This design comes from an exercise in tuning for small area on the open sky130 flow, not from production work. The RTL was checked by simulation tests, not by an equivalence proof against the original design. Power is estimated from default activity; no workload was simulated.

==> job 9057: inputs <==
==> flow/design.v <==
module safety_monitor (
    input         clk,
    input         rstn,                          
    input         laser_pulse,                   
    input         adc_sdo,                       
    input  [31:0] pulse_width_lower_limit,
    input  [31:0] pulse_width_upper_limit,
    input  [31:0] rate_lower_limit,
    input  [15:0] drive_current_limit,
    input  [2:0]  dynamic_control,               
    output        ta_shutdown,
    output        pulse_lower_limit_fail,
    output        pulse_upper_limit_fail,
    output        rate_lower_limit_fail,
    output        power_peak_current_limit_fail,
    output        adc_sck,
    output        adc_convert,
    output        start_timer,
    output        adc_data_valid,
    output [15:0] adc_data_value,
    output [15:0] peak_power_value
);
reg  [2:0] tc;
wire       tick = (tc == 3'd3);
always @(posedge clk or negedge rstn) begin
    if (!rstn) tc <= 3'd0;
    else       tc <= tc + 3'd1;
end
reg din_d, lp0, lp1, lp2, lp3, lp4, lp5;
always @(posedge clk) begin
    lp1   <= lp0;
    lp2   <= lp1;
    lp3   <= lp2;
    lp4   <= lp3;
    lp5   <= lp4;
end
localparam [2:0] S_PWRUP = 3'd0,
                 S_INIT = 3'd3,
                 S_IDLE = 3'd6,
                 S_CONV = 3'd4,
                 S_SCK = 3'd7,
                 S_REP = 3'd5,
                 S_DONE = 3'd1;
reg  [2:0]  state;
reg  [13:0] p;             
reg         convert_r;
reg         valid_r;
reg  [11:0] sr;            
reg  [11:0] old;           
reg  [11:0] final_v;       
reg  [11:0] peak;
wire pwrup       = (state == S_PWRUP);
wire laser_ready = !(pwrup && p[13:10] == 4'd0);
wire sck_low     = (state == S_SCK) && p[0];
wire early_startup = pwrup && (p[13:2] == 12'd0);
always @(posedge clk or negedge rstn) begin
    if (!rstn) begin
        din_d <= 1'b0;
        lp0   <= 1'b0;
    end else begin
        din_d <= laser_pulse & !early_startup;
        lp0   <= din_d;
    end
end
always @(posedge clk or negedge rstn) begin
    if (!rstn) begin
        state        <= S_PWRUP;
        p            <= 14'd0;
        convert_r    <= 1'b0;
        valid_r      <= 1'b0;
    end else begin
        valid_r <= 1'b0;
        case (state)
            S_PWRUP: begin
                if ((p & 14'd8330) == 14'd8330 && tc == 3'd1) begin
                    p     <= 14'd0;
                    state <= S_INIT;
                end else if (tc == 3'd7) p <= p + 14'd1;
            end
            S_INIT: begin
                if (!lp5 && lp0) state <= S_IDLE;
            end
            S_IDLE: begin
                if ((p & 14'd3001) == 14'd3001) begin
                    p         <= 14'd0;
                    convert_r <= 1'b0;
                    state     <= S_CONV;
                end else begin
                    p         <= p + 14'd1;
                    convert_r <= 1'b1;
                end
            end
            S_CONV: begin
                if ((p[4:0] & 5'd21) == 5'd21) begin
                    p[4:0]    <= 5'd0;
                    convert_r <= 1'b0;
                    state     <= S_SCK;
                end else p <= p + 14'd1;
            end
            S_SCK: begin
                if ((p[4:0] & 5'd29) == 5'd29) convert_r <= 1'b1;
                p <= p + 14'd1;
                if (p[4:0] == 5'd31) state <= S_REP;
            end
            S_REP: begin
                valid_r <= 1'b1;
                if (p[8:7] == 2'b11) begin
                    p     <= 14'd0;
                    state <= S_DONE;
                end else state <= S_CONV;
            end
            S_DONE: begin
                if (lp2 && !lp1) state <= S_INIT;
            end
            default: state <= S_PWRUP;
        endcase
    end
end
function automatic [11:0] avg12(input [11:0] x, input [11:0] y);
    integer i;
    reg c;
    reg [12:0] sum;
    begin
        c = 1'b0;
        for (i = 0; i < 12; i = i + 1) begin
            sum[i] = x[i] ^ y[i] ^ c;
            c = (x[i] & y[i]) | (x[i] & c) | (y[i] & c);
        end
        sum[12] = c;
        avg12 = sum[12:1];
    end
endfunction
always @(posedge clk) begin
    if (pwrup || (sck_low && p[4:1] != 4'd15)) sr <= {sr[10:0], adc_sdo & !pwrup};
end
always @(posedge clk) begin
    if (pwrup || state == S_REP) begin
        old     <= sr;
        final_v <= avg12(sr, old);
    end
end
wire [11:0] peak_next = lp0 ? final_v : (dynamic_control[2] ? 12'd0 : peak);
always @(posedge clk or negedge rstn) begin
    if (!rstn) peak <= 12'd0;
    else       peak <= peak_next;
end
assign adc_sck          = sck_low && (p[4:1] <= 4'd13);
assign adc_convert      = convert_r;
assign start_timer      = (state == S_IDLE);
assign adc_data_valid   = valid_r;
assign adc_data_value   = {4'd0, old & {12{valid_r}}};
assign peak_power_value = {4'd0, peak};
reg pchk, pfail, gt_r;
always @(posedge clk) gt_r <= ({4'd0, peak_next} > drive_current_limit);
always @(posedge clk or negedge rstn) begin
    if (!rstn) begin
        pchk  <= 1'b0;
        pfail <= 1'b0;
    end else begin
        if (pfail) begin
            if (dynamic_control[1] | dynamic_control[0]) pfail <= 1'b0;
        end else if (pchk) begin
            if (gt_r) begin
                pfail <= 1'b1;
                pchk  <= 1'b0;
            end
        end else if (!lp1 && lp0) pchk <= 1'b1;
    end
end
assign power_peak_current_limit_fail = pfail;
reg        acc;
reg        lpt, lpt_d;
reg [1:0]  mode;
reg        f_lo, f_up, f_rate;
localparam [1:0] M_IDLE = 2'd0, M_WIDTH = 2'd1, M_RATE = 2'd2, M_ARMED = 2'd3;
wire any_fail = f_lo | f_up | f_rate;
wire rise     = !lpt_d & lpt;
wire idle     = (mode == M_IDLE) || (mode == M_ARMED);
wire [1:0] idle_next = rise ? M_ARMED : M_IDLE;
reg [31:0] cn;
reg        rot_carry, rot_clr;
wire       cnt_load  = idle || (mode == M_RATE && lpt_d);
wire       clr_eff   = tick ? cnt_load : rot_clr;
wire [1:0] add_eff   = tick ? (idle ? 2'd2 : 2'd1) : {1'b0, rot_carry};
wire [4:0] slice_sum = {1'b0, (clr_eff ? 4'd0 : ~cn[3:0])} + {3'd0, add_eff};
always @(posedge clk) begin
    cn        <= {~slice_sum[3:0], cn[31:4]};
    rot_carry <= slice_sum[4];
    rot_clr   <= clr_eff;
end
function automatic le_chain(input [31:0] an, input [31:0] b, input cin);
    integer i;
    reg c;
    begin
        c = cin;
        for (i = 0; i < 32; i = i + 1)
            c = (an[i] & b[i]) | (an[i] & c) | (b[i] & c);
        le_chain = c;
    end
endfunction
wire count_gt_up = !le_chain(cn, pulse_width_upper_limit, 1'b1);
wire count_lt_lo =  le_chain(cn, pulse_width_lower_limit, 1'b0);
wire rate_c      =  le_chain(cn, rate_lower_limit, !lpt_d);   
always @(posedge clk or negedge rstn) begin
    if (!rstn) begin
        lpt    <= 1'b0;
        lpt_d  <= 1'b0;
        mode   <= M_IDLE;
        f_lo   <= 1'b0;
        f_up   <= 1'b0;
        f_rate <= 1'b0;
    end else if (tick) begin
        lpt   <= lp0 & laser_ready;
        lpt_d <= lpt;
        if (any_fail) begin
            if (mode[0]) begin
                f_lo   <= 1'b0;
                f_up   <= 1'b0;
                f_rate <= 1'b0;
                mode   <= idle_next;
            end else mode <= {1'b0, acc};
        end else begin
            case (mode)
                M_IDLE:  mode <= idle_next;
                M_ARMED: mode <= M_WIDTH;
                M_WIDTH: begin
                    if (!lpt_d) begin
                        if (count_gt_up) begin
                            f_up <= 1'b1;
                            mode <= {1'b0, acc};
                        end else if (count_lt_lo) begin
                            f_lo <= 1'b1;
                            mode <= {1'b0, acc};
                        end else mode <= M_RATE;
                    end
                end
                M_RATE: begin
                    if (lpt_d) begin
                        if (rate_c) begin
                            f_rate <= 1'b1;
                            mode   <= {1'b0, acc};
                        end else mode <= M_WIDTH;
                    end else if (!rate_c) mode <= idle_next;
                end
            endcase
        end
    end
end
always @(posedge clk) acc <= dynamic_control[0] | (acc & (tc != 3'd7));
assign pulse_lower_limit_fail = f_lo;
assign pulse_upper_limit_fail = f_up;
assign rate_lower_limit_fail  = f_rate;
assign ta_shutdown = f_lo | f_up | f_rate | pfail;
endmodule
==> flow/flow/run.sh <==
#!/bin/bash
# Layout flow: the standard ORFS flow (standard.sh) with
#  - the standard synthesis, whose combinational logic is then re-mapped by
#    ABC for area (flip-flops untouched, see reopt.ys.in); four ABC scripts
#    (flow/area*.abc) are tried and the smallest netlist that meets timing
#    after layout is kept,
#  - buf_1 port buffers,
#  - a clock tree of clkbuf_4 without dummy loads,
#  - one tie cell for all constant outputs (no tie fanout repair).
# Each tool's output goes to its own log here; ORFS also keeps per-step logs
# under orfs/logs/.
set -euo pipefail
LIB=$FLOW_HOME/platforms/sky130hd/lib/sky130_fd_sc_hd__tt_025C_1v80.lib
R=orfs/results/sky130hd/safety_monitor/base
ARGS=(
  "SETUP_SLACK_MARGIN=0.15"
  "SKIP_REPAIR_TIE_FANOUT=1"
  "BUFFER_PORTS_ARGS=-buffer_cell sky130_fd_sc_hd__buf_1"
  "CTS_ARGS=-sink_clustering_enable -repair_clock_nets -dont_use_dummy_load -buf_list sky130_fd_sc_hd__clkbuf_4 -root_buf sky130_fd_sc_hd__clkbuf_4 -sink_clustering_size 40 -sink_clustering_max_diameter 200 -sink_clustering_levels 1"
)
bash standard.sh "${ARGS[@]}" synth > synth.log 2>&1
cp $R/1_2_yosys.v 1_2_yosys.standard.v
python3 flow/libcomb.py $LIB comb_models.v > libcomb.log 2>&1
for k in 1 2 3 4; do
  sed -e "s#@LIB@#$LIB#g" -e "s#@IN@#1_2_yosys.standard.v#" -e "s#@OUT@#reopt_$k.v#" \
      -e "s#@TOP@#$FLOW_TOP#" -e "s#@ABC@#flow/area$k.abc#" -e "s#@STAT@#reopt_stat_$k.txt#" \
      flow/reopt.ys.in > reopt_$k.ys
  yosys -s reopt_$k.ys > reopt_$k.log 2>&1 &
done
wait
# candidates, smallest first; if the layout of one misses timing, the next
# one is laid out
cands=$(for k in 1 2 3 4; do echo "$(grep 'Chip area' reopt_stat_$k.txt | awk '{print $NF}') $k"; done | sort -g | awk '{print $2}')
n=0
for k in $cands; do
  n=$((n + 1))
  echo "laying out reopt_$k.v" >> reopt_choice.log
  cp reopt_$k.v $R/1_2_yosys.v
  rm -f $R/1_synth.* $R/2_* $R/3_* $R/4_* $R/5_* $R/6_*
  bash standard.sh "${ARGS[@]}" finish > flow_$n.log 2>&1
  ws=$(python3 -c "import json; print(json.load(open('orfs/logs/sky130hd/safety_monitor/base/6_report.json'))['finish__timing__setup__ws'])")
  echo "reopt_$k.v: setup slack $ws" >> reopt_choice.log
  if python3 -c "import sys; sys.exit(0 if float('$ws') >= 0.15 else 1)"; then break; fi
  if [ $n -ge 3 ]; then break; fi
done
==> flow/flow/area1.abc <==
strash
&get -n
&st
&syn3
&dch -f
&nf -a -R 1000
&put
==> flow/flow/area2.abc <==
strash
&get -n
&st
&deepsyn -T 30 -S 1
&dch -f
&nf -a -R 1000
&put
==> flow/flow/area3.abc <==
strash
&get -n
&st
&deepsyn -T 30 -S 2
&dch -f
&nf -a -R 1000
&put
==> flow/flow/area4.abc <==
strash
&get -n
&st
&deepsyn -T 30 -S 3
&dch -f
&nf -a -R 1000
&put
==> flow/flow/libcomb.py <==
#!/usr/bin/env python3
# Write Verilog models of the combinational cells of a liberty file (one
# output pin with a "function"), for yosys to flatten and re-map.
import re, sys
txt = open(sys.argv[1]).read()
out = open(sys.argv[2], 'w')
def conv(f):
    f = f.strip().strip('"')
    f = f.replace('!', '~').replace('*', '&').replace('+', '|')
    # implicit AND by whitespace between operands: "A B" -> "A & B"
    f = re.sub(r'([A-Za-z0-9_\)])\s+(?=[A-Za-z0-9_\(~])', r'\1 & ', f)
    return f
n = 0
for m in re.finditer(r'\n\s*cell\s*\(\s*"?([\w]+)"?\s*\)\s*\{', txt):
    name = m.group(1)
    start = m.end()
    # find end of the cell group by brace matching
    depth = 1; i = start
    while depth:
        c = txt[i]
        if c == '{': depth += 1
        elif c == '}': depth -= 1
        i += 1
    body = txt[start:i]
    if re.search(r'\b(ff|latch|statetable)\s*\(', body): continue
    pins = []
    for pm in re.finditer(r'\n\s*pin\s*\(\s*"?(\w+)"?\s*\)\s*\{', body):
        ps = pm.end(); d = 1; j = ps
        while d:
            c = body[j]
            if c == '{': d += 1
            elif c == '}': d -= 1
            j += 1
        pb = body[ps:j]
        dm = re.search(r'direction\s*:\s*"?(\w+)"?', pb)
        fm = re.search(r'\n\s*function\s*:\s*"([^"]*)"', pb)
        pins.append((pm.group(1), dm.group(1) if dm else None, fm.group(1) if fm else None))
    outs = [p for p in pins if p[1] == 'output']
    ins = [p for p in pins if p[1] == 'input']
    if not outs or any(o[2] is None for o in outs) or not ins: continue
    out.write('module %s(%s);\n' % (name, ', '.join([p[0] for p in ins] + [o[0] for o in outs])))
    for p in ins: out.write('  input %s;\n' % p[0])
    for o in outs: out.write('  output %s;\n  assign %s = %s;\n' % (o[0], o[0], conv(o[2])))
    out.write('endmodule\n')
    n += 1
sys.stderr.write('%d combinational cells\n' % n)
==> flow/flow/reopt.ys.in <==
# Re-map the combinational logic of the standard synthesis for area. The
# flip-flop instances are left as they are (liberty cells read as black
# boxes); the combinational cells are read as their liberty functions.
read_liberty -lib @LIB@
read_verilog -overwrite comb_models.v
read_verilog @IN@
hierarchy -top @TOP@
flatten
opt -purge
techmap
opt -fast
abc -liberty @LIB@ -dont_use *probe* -dont_use *lpflow* -script @ABC@
opt_clean -purge
hilomap -singleton -hicell sky130_fd_sc_hd__conb_1 HI -locell sky130_fd_sc_hd__conb_1 LO
splitnets
opt_clean -purge
tee -o @STAT@ stat -liberty @LIB@
write_verilog -noattr -noexpr -nohex -nodec @OUT@
==> flow/standard.sh <==
#!/bin/bash
# synth_recipe.tcl (not shown) runs the flow's synth.tcl, then flattens the netlist and writes it again
# the make line also repeats each setting of config.mk as NAME=value (left out here)
make -C /OpenROAD-flow-scripts/flow DESIGN_CONFIG=/design/flow/config.mk WORK_HOME=/design/flow/orfs CLKGATE_MAP_FILE= SYNTH_SCRIPT=/design/flow/synth_recipe.tcl "${@:-finish}"
==> flow/config.mk <==
export PLATFORM = sky130hd
export DESIGN_NAME = safety_monitor
export DESIGN_NICKNAME = safety_monitor
export VERILOG_FILES = /design/flow/design.v
export SDC_FILE = /design/flow/constraint.sdc
export NUM_CORES = 4
export LEC_CHECK = 0
export CAP_MARGIN = 20
export CORE_MARGIN = 2
export CORE_UTILIZATION = 40
export PLACE_DENSITY = 0.6
export SLEW_MARGIN = 20
==> flow/constraint.sdc <==
create_clock -name core_clock -period 5.0 [get_ports {clk}]
set_input_delay 1.0000 -clock core_clock [delete_from_list [all_inputs] [get_ports {clk}]]
set_output_delay 1.0000 -clock core_clock [all_outputs]
set_load 0.01 [all_outputs]
==> inputs of job 3921, as changes to job 9057 <==
--- a/flow/flow/run.sh
+++ b/flow/flow/run.sh
@@ -17,5 +17,5 @@
   "SKIP_REPAIR_TIE_FANOUT=1"
   "BUFFER_PORTS_ARGS=-buffer_cell sky130_fd_sc_hd__buf_1"
-  "CTS_ARGS=-sink_clustering_enable -repair_clock_nets -dont_use_dummy_load -buf_list sky130_fd_sc_hd__clkbuf_4 -root_buf sky130_fd_sc_hd__clkbuf_4 -sink_clustering_size 40 -sink_clustering_max_diameter 200 -sink_clustering_levels 1"
+  "CTS_ARGS=-sink_clustering_enable -repair_clock_nets -dont_use_dummy_load -buf_list sky130_fd_sc_hd__clkbuf_4 -root_buf sky130_fd_sc_hd__clkbuf_4 -sink_clustering_size 40 -sink_clustering_max_diameter 200"
 )
 bash standard.sh "${ARGS[@]}" synth > synth.log 2>&1
==> inputs of job 952, as changes to job 9057 <==
--- a/flow/flow/run.sh
+++ b/flow/flow/run.sh
@@ -6,6 +6,5 @@
 #    after layout is kept,
 #  - buf_1 port buffers,
-#  - a clock tree of clkbuf_4 without dummy loads,
-#  - one tie cell for all constant outputs (no tie fanout repair).
+#  - a clock tree of clkbuf_4 without dummy loads.
 # Each tool's output goes to its own log here; ORFS also keeps per-step logs
 # under orfs/logs/.
@@ -15,7 +14,6 @@
 ARGS=(
   "SETUP_SLACK_MARGIN=0.15"
-  "SKIP_REPAIR_TIE_FANOUT=1"
   "BUFFER_PORTS_ARGS=-buffer_cell sky130_fd_sc_hd__buf_1"
-  "CTS_ARGS=-sink_clustering_enable -repair_clock_nets -dont_use_dummy_load -buf_list sky130_fd_sc_hd__clkbuf_4 -root_buf sky130_fd_sc_hd__clkbuf_4 -sink_clustering_size 40 -sink_clustering_max_diameter 200 -sink_clustering_levels 1"
+  "CTS_ARGS=-sink_clustering_enable -repair_clock_nets -dont_use_dummy_load -buf_list sky130_fd_sc_hd__clkbuf_4 -root_buf sky130_fd_sc_hd__clkbuf_4 -sink_clustering_size 40 -sink_clustering_max_diameter 200"
 )
 bash standard.sh "${ARGS[@]}" synth > synth.log 2>&1
==> reports/qor.csv <==
metric,value,unit
Seq pwr share,0.654,
Multi-input gate area,2410,µm²
outcome,finished clean,
setup bufs post-CTS,2,
worst setup path start,old[1]$_DFFE_PP_,
vias in the first global route,4780,
power share of the combinational group,0.054,
met2 Use GR,0.337,
That was job 952.
==> reports/qor.csv <==
metric,value,unit
vias in the first global route,4455,
outcome,finished clean,
met2 Use GR,0.280,
Seq pwr share,0.662,
Multi-input gate area,2410,µm²
worst setup path start,pulse_width_upper_limit[2],
power share of the combinational group,0.056,
That was job 3921.
==> reports/qor.csv <==
metric,value,unit
met2 Use GR,0.331,
Multi-input gate area,2380,µm²
setup bufs post-CTS,1,
outcome,finished clean,
worst setup path start,pulse_width_upper_limit[2],
Worst Path Buf+Inv,1,
power share of the combinational group,0.090,
vias in the first global route,4765,
That was job 9057.

what the ideal ports hide:
In the flow no input, the clock included, has a driving cell. The finished layouts below were timed again as built, in two steps.
Step 1: set_driving_cell puts a clkbuf_16 on clk and a buf_2 on each other input, an assumption about the parent block.
Step 2 times the ports against the registers' clock, not the clock port: input delays grow and output delays shrink by t, the midpoint of the rising clock arrivals with the driver on.
Slacks: ideal ports / drivers / drivers and shift; pairs: ideal ports / drivers.
run | shift t [ns] | setup slack, ns | worst setup path at the end
job 9057 | 0.532 | 0.446 / 0.457 / -0.075 | input to register
job 3921 | 0.514 | 0.276 / 0.284 / -0.230 | input to register
job 952 | 0.534 | 0.327 / 0.327 / -0.009 | input to register
With both steps, setup timing fails in every run listed, where it was met with ideal ports. The setup slack of job 9057, which loses most, moves by +0.011 ns with the drivers and by -0.521 ns with both steps.
